What follows belongs to an exercise in optimizing a design on an open flow for small area and a short achievable clock period; a production flow would make more cautious choices. Only simulation tests tie the RTL to the original design; equivalence was not proved. Power and IR drop assume default switching activity.

## old
==> flow/design.v (excerpt) <==
module pipelined_fpadder (a,b,sub,rm,s,clk,clrn,e);
	input clk, clrn;
	input [15:0] a, b;
	input [1:0] rm;
	input sub;
	input e;
	output reg [15:0] s;
	wire [4:0] ea = a[14:10];
	wire [4:0] eb = b[14:10];
	wire ha = |ea;
	wire hb = |eb;
	wire [10:0] ma = {ha, a[9:0]};
	wire [10:0] mb = {hb, b[9:0]};
	wire [4:0] ee = ea + eb + 5'd17;           
	wire a_ff = &ea, b_ff = &eb;
	wire a_f0 = ~|a[9:0], b_f0 = ~|b[9:0];
	wire a_inf = a_ff & a_f0, b_inf = b_ff & b_f0;
	wire a_nan = a_ff & ~a_f0, b_nan = b_ff & ~b_f0;
	wire is_inf = a_inf | b_inf;
	wire is_nan = a_nan | b_nan | ((sub ^ a[15] ^ b[15]) & a_inf & b_inf);
	wire [8:0] nan9 = (a[8:0] > b[8:0]) ? a[8:0] : b[8:0];
	function [3:0] lz10;
		input [9:0] f;
		reg [15:0] g;
		reg [7:0] h8;
		reg [3:0] h4;
		reg [1:0] h2;
		reg z8, z4, z2;
		begin
			g = {f, 6'b111111};
			z8 = ~|g[15:8];
			h8 = z8 ? g[7:0] : g[15:8];
			z4 = ~|h8[7:4];
			h4 = z4 ? h8[3:0] : h8[7:4];
			z2 = ~|h4[3:2];
			h2 = z2 ? h4[1:0] : h4[3:2];
			lz10 = {z8, z4, z2, ~h2[1]};
		end
	endfunction
	wire [3:0] za = lz10(a[9:0]);
	wire [3:0] zb = lz10(b[9:0]);
	wire ez = ~|ee;
	wire [4:0] mm = {ee[4:1], ee[0] | ez};     
	wire [3:0] mc = mm[4] ? 4'd15 : mm[3:0];
	wire [3:0] zs = ha ? zb : za;
	wire [5:0] dd = {1'b0, ee} - {2'b0, zs};  
	wire x1 = ~dd[5] & |dd[4:1];               
	wire [3:0] sh1 = x1 ? zs + 4'd1 : mc;
	wire [4:0] eb_1 = x1 ? dd[4:0] : {4'd0, ~ez};
	wire [4:0] zz = {1'b0, za} + {1'b0, zb};
	wire x2 = zz < 5'd15;
	wire [3:0] sh2 = (zz > 5'd13) ? 4'd15 : zz[3:0] + 4'd2;
	wire [4:0] eb_2 = x2 ? 5'd16 - zz : 5'd1;
	wire both = ~ha & ~hb;
	wire none = ha & hb;
	wire ll_lt = none | (both ? x2 : x1);
	wire [3:0] shc = none ? 4'd0 : both ? sh2 : sh1;
	wire [4:0] eb1 = none ? ee + 5'd1 : both ? eb_2 : eb_1;
  ...
==> module pipelined_fpadder, before the edit <==
module pipelined_fpadder (a,b,sub,rm,s,clk,clrn,e);
	input clk, clrn;
	input [15:0] a, b;
	input [1:0] rm;
	input sub;
	input e;
	output reg [15:0] s;
	wire [4:0] ea = a[14:10];
	wire [4:0] eb = b[14:10];
	wire ha = |ea;
	wire hb = |eb;
	wire [10:0] ma = {ha, a[9:0]};
	wire [10:0] mb = {hb, b[9:0]};
	wire [4:0] ee = ea + eb + 5'd17;           
	wire a_ff = &ea, b_ff = &eb;
	wire a_f0 = ~|a[9:0], b_f0 = ~|b[9:0];
	wire a_inf = a_ff & a_f0, b_inf = b_ff & b_f0;
	wire a_nan = a_ff & ~a_f0, b_nan = b_ff & ~b_f0;
	wire is_inf = a_inf | b_inf;
	wire is_nan = a_nan | b_nan | ((sub ^ a[15] ^ b[15]) & a_inf & b_inf);
	wire [8:0] nan9 = (a[8:0] > b[8:0]) ? a[8:0] : b[8:0];
	function [3:0] lz10;
		input [9:0] f;
		reg [15:0] g;
		reg [7:0] h8;
		reg [3:0] h4;
		reg [1:0] h2;
		reg z8, z4, z2;
		begin
			g = {f, 6'b111111};
			z8 = ~|g[15:8];
			h8 = z8 ? g[7:0] : g[15:8];
			z4 = ~|h8[7:4];
			h4 = z4 ? h8[3:0] : h8[7:4];
			z2 = ~|h4[3:2];
			h2 = z2 ? h4[1:0] : h4[3:2];
			lz10 = {z8, z4, z2, ~h2[1]};
		end
	endfunction
	wire [3:0] za = lz10(a[9:0]);
	wire [3:0] zb = lz10(b[9:0]);
	wire ez = ~|ee;
	wire [4:0] mm = {ee[4:1], ee[0] | ez};     
	wire [3:0] mc = mm[4] ? 4'd15 : mm[3:0];
	wire [3:0] zs = ha ? zb : za;
	wire [5:0] dd = {1'b0, ee} - {2'b0, zs};  
	wire x1 = ~dd[5] & |dd[4:1];               
	wire [3:0] sh1 = x1 ? zs + 4'd1 : mc;
	wire [4:0] eb_1 = x1 ? dd[4:0] : {4'd0, ~ez};
	wire [4:0] zz = {1'b0, za} + {1'b0, zb};
	wire x2 = zz < 5'd15;
	wire [3:0] sh2 = (zz > 5'd13) ? 4'd15 : zz[3:0] + 4'd2;
	wire [4:0] eb_2 = x2 ? 5'd16 - zz : 5'd1;
	wire both = ~ha & ~hb;
	wire none = ha & hb;
	wire ll_lt = none | (both ? x2 : x1);
	wire [3:0] shc = none ? 4'd0 : both ? sh2 : sh1;
	wire [4:0] eb1 = none ? ee + 5'd1 : both ? eb_2 : eb_1;
	wire [14:0] ps, pk;
	wire pcin;
	fp_mul11 mul (.x(ma), .y(mb), .s_hi(ps), .k_hi(pk), .cin(pcin));
	reg [13:0] r_ps, r_pk;
	reg r_cin;
	reg [4:0] r_eb;
	reg [3:0] r_sh;
	reg [1:0] r_rm;
	reg r_sign, r_x, r_nan, r_inf;
	reg r_v;
	always @(posedge clk or negedge clrn) begin
		if (!clrn) r_v <= 0;
		else if (e) r_v <= 1'b1;
	end
	always @(posedge clk) begin
		if (e) begin
			r_ps <= ps[13:0];    
			r_pk <= pk[13:0];
			r_cin <= pcin;
			r_eb <= is_nan ? nan9[8:4] : eb1;    
			r_sh <= is_nan ? nan9[3:0] : shc;
			r_rm <= rm;
			r_sign <= a[15] ^ b[15];
			r_x <= ll_lt;
			r_nan <= is_nan;
			r_inf <= is_inf;
		end
	end
	wire [15:0] r_cw = {1'b0, r_ps, r_cin} + {1'b0, r_pk, r_cin};   
	wire [14:0] r_c = r_cw[15:1];
	wire [15:0] res;
	fp_norm norm (.c(r_c), .sh(r_sh), .x(r_x), .eb(r_eb), .rm(r_rm), .sign(r_sign),
		.nan(r_nan), .inf(r_inf), .res(res));
	wire [15:0] res_v = res & {16{r_v}};
	always @(posedge clk or negedge clrn) begin
		if (!clrn) s <= 0;
		else if (e) s <= res_v;
	end
endmodule
Settings: LEC_CHECK=0, ABC_AREA=1, CAP_MARGIN=20, CORE_MARGIN=2, CORE_UTILIZATION=40, SETUP_SLACK_MARGIN=0.3, SLEW_MARGIN=20, SYNTH_HIERARCHICAL=1; clock period 7.0 ns.
run.sh (not shown) runs the stock make flow with config.mk's settings and CLKGATE_MAP_FILE= SYNTH_SCRIPT=/design/flow/synth_recipe.tcl, a recipe that flattens the netlist after the stock synthesis.
Changes in new relative to old:
--- a/flow/design.v
+++ b/flow/design.v
@@ -416,14 +416,14 @@
 	wire [3:0] zb = lz10(b[9:0]);
 	wire ez = ~|ee;
 	wire [4:0] mm = {ee[4:1], ee[0] | ez};     
 	wire [3:0] mc = mm[4] ? 4'd15 : mm[3:0];
 	wire [3:0] zs = ha ? zb : za;
-	wire [5:0] dd = {1'b0, ee} - {2'b0, zs};  
-	wire x1 = ~dd[5] & |dd[4:1];               
-	wire [3:0] sh1 = x1 ? zs + 4'd1 : mc;
-	wire [4:0] eb_1 = x1 ? dd[4:0] : {4'd0, ~ez};
+	wire [4:0] l1 = {1'b0, zs} + 5'd1;
+	wire x1 = l1 < mm;
+	wire [3:0] sh1 = x1 ? l1[3:0] : mc;
+	wire [4:0] eb_1 = x1 ? ee - {1'b0, zs} : {4'd0, ~ez};
 	wire [4:0] zz = {1'b0, za} + {1'b0, zb};
 	wire x2 = zz < 5'd15;
 	wire [3:0] sh2 = (zz > 5'd13) ? 4'd15 : zz[3:0] + 4'd2;
 	wire [4:0] eb_2 = x2 ? 5'd16 - zz : 5'd1;
 	wire both = ~ha & ~hb;
@@ -438,17 +438,15 @@
 	reg r_cin;
 	reg [4:0] r_eb;
 	reg [3:0] r_sh;
 	reg [1:0] r_rm;
 	reg r_sign, r_x, r_nan, r_inf;
-	reg r_v;
 	always @(posedge clk or negedge clrn) begin
-		if (!clrn) r_v <= 0;
-		else if (e) r_v <= 1'b1;
-	end
-	always @(posedge clk) begin
-		if (e) begin
+		if (!clrn) begin
+			r_ps <= 0; r_pk <= 0; r_cin <= 0; r_eb <= 0; r_sh <= 0; r_rm <= 0;
+			r_sign <= 0; r_x <= 0; r_nan <= 0; r_inf <= 0;
+		end else if (e) begin
 			r_ps <= ps[13:0];    
 			r_pk <= pk[13:0];
 			r_cin <= pcin;
 			r_eb <= is_nan ? nan9[8:4] : eb1;    
 			r_sh <= is_nan ? nan9[3:0] : shc;
@@ -462,11 +460,10 @@
 	wire [15:0] r_cw = {1'b0, r_ps, r_cin} + {1'b0, r_pk, r_cin};   
 	wire [14:0] r_c = r_cw[15:1];
 	wire [15:0] res;
 	fp_norm norm (.c(r_c), .sh(r_sh), .x(r_x), .eb(r_eb), .rm(r_rm), .sign(r_sign),
 		.nan(r_nan), .inf(r_inf), .res(res));
-	wire [15:0] res_v = res & {16{r_v}};
 	always @(posedge clk or negedge clrn) begin
 		if (!clrn) s <= 0;
-		else if (e) s <= res_v;
+		else if (e) s <= res;
 	end
 endmodule
Results
new vs. old: total power +about 13%, signal arrival time at the worst endpoint +0.33 ns, area of combinational cells with multiple inputs +7.6%, final area +370 µm².
Post-detailed-placement cell area (higher): new
new vs. old: non-clock buffer count went up by 13%; relative area change from synthesis to final layout rose 0.64 points.
When new is measured against old, its combinational share of power turns out 3.9 points higher.
Higher synthesized cell count goes to new over old.
[new] worst setup timing slack at the placement stage fell 0.17 ns relative to old
In the reports for old and new, the larger maximum clock rate belongs to old.
Row final clock period utilization by the worst path: new higher / old lower
new: fill cell total of the finished layout higher than old
Side by side, sequential share of layout area turned out lower in new than in old.

==> static timing again, ports no longer ideal <==
Ports are ideal in the flow. The routed layouts listed here were re-timed in OpenROAD.
Step 1, drivers: a clkbuf_16 drives clk and a buf_2 each remaining input, both assumed.
Step 2, shift: input delay + t, output delay - t, t = (earliest + latest rising clock arrival at the registers) / 2. This alone moves slack from input paths to output paths.
Slacks: ideal ports / drivers / drivers and shift; pairs: ideal ports / drivers.
run	t (ns)	setup slack, ns	worst register clock-pin slew, ns
old	0.365	1.780 / 1.802 / 1.437	0.05 / 0.05
new	0.368	1.621 / 1.639 / 1.271	0.06 / 0.06
After both steps every run listed still meets setup and hold. The setup slack of new, which loses most, moves by +0.018 ns with the drivers and by -0.350 ns with both steps.
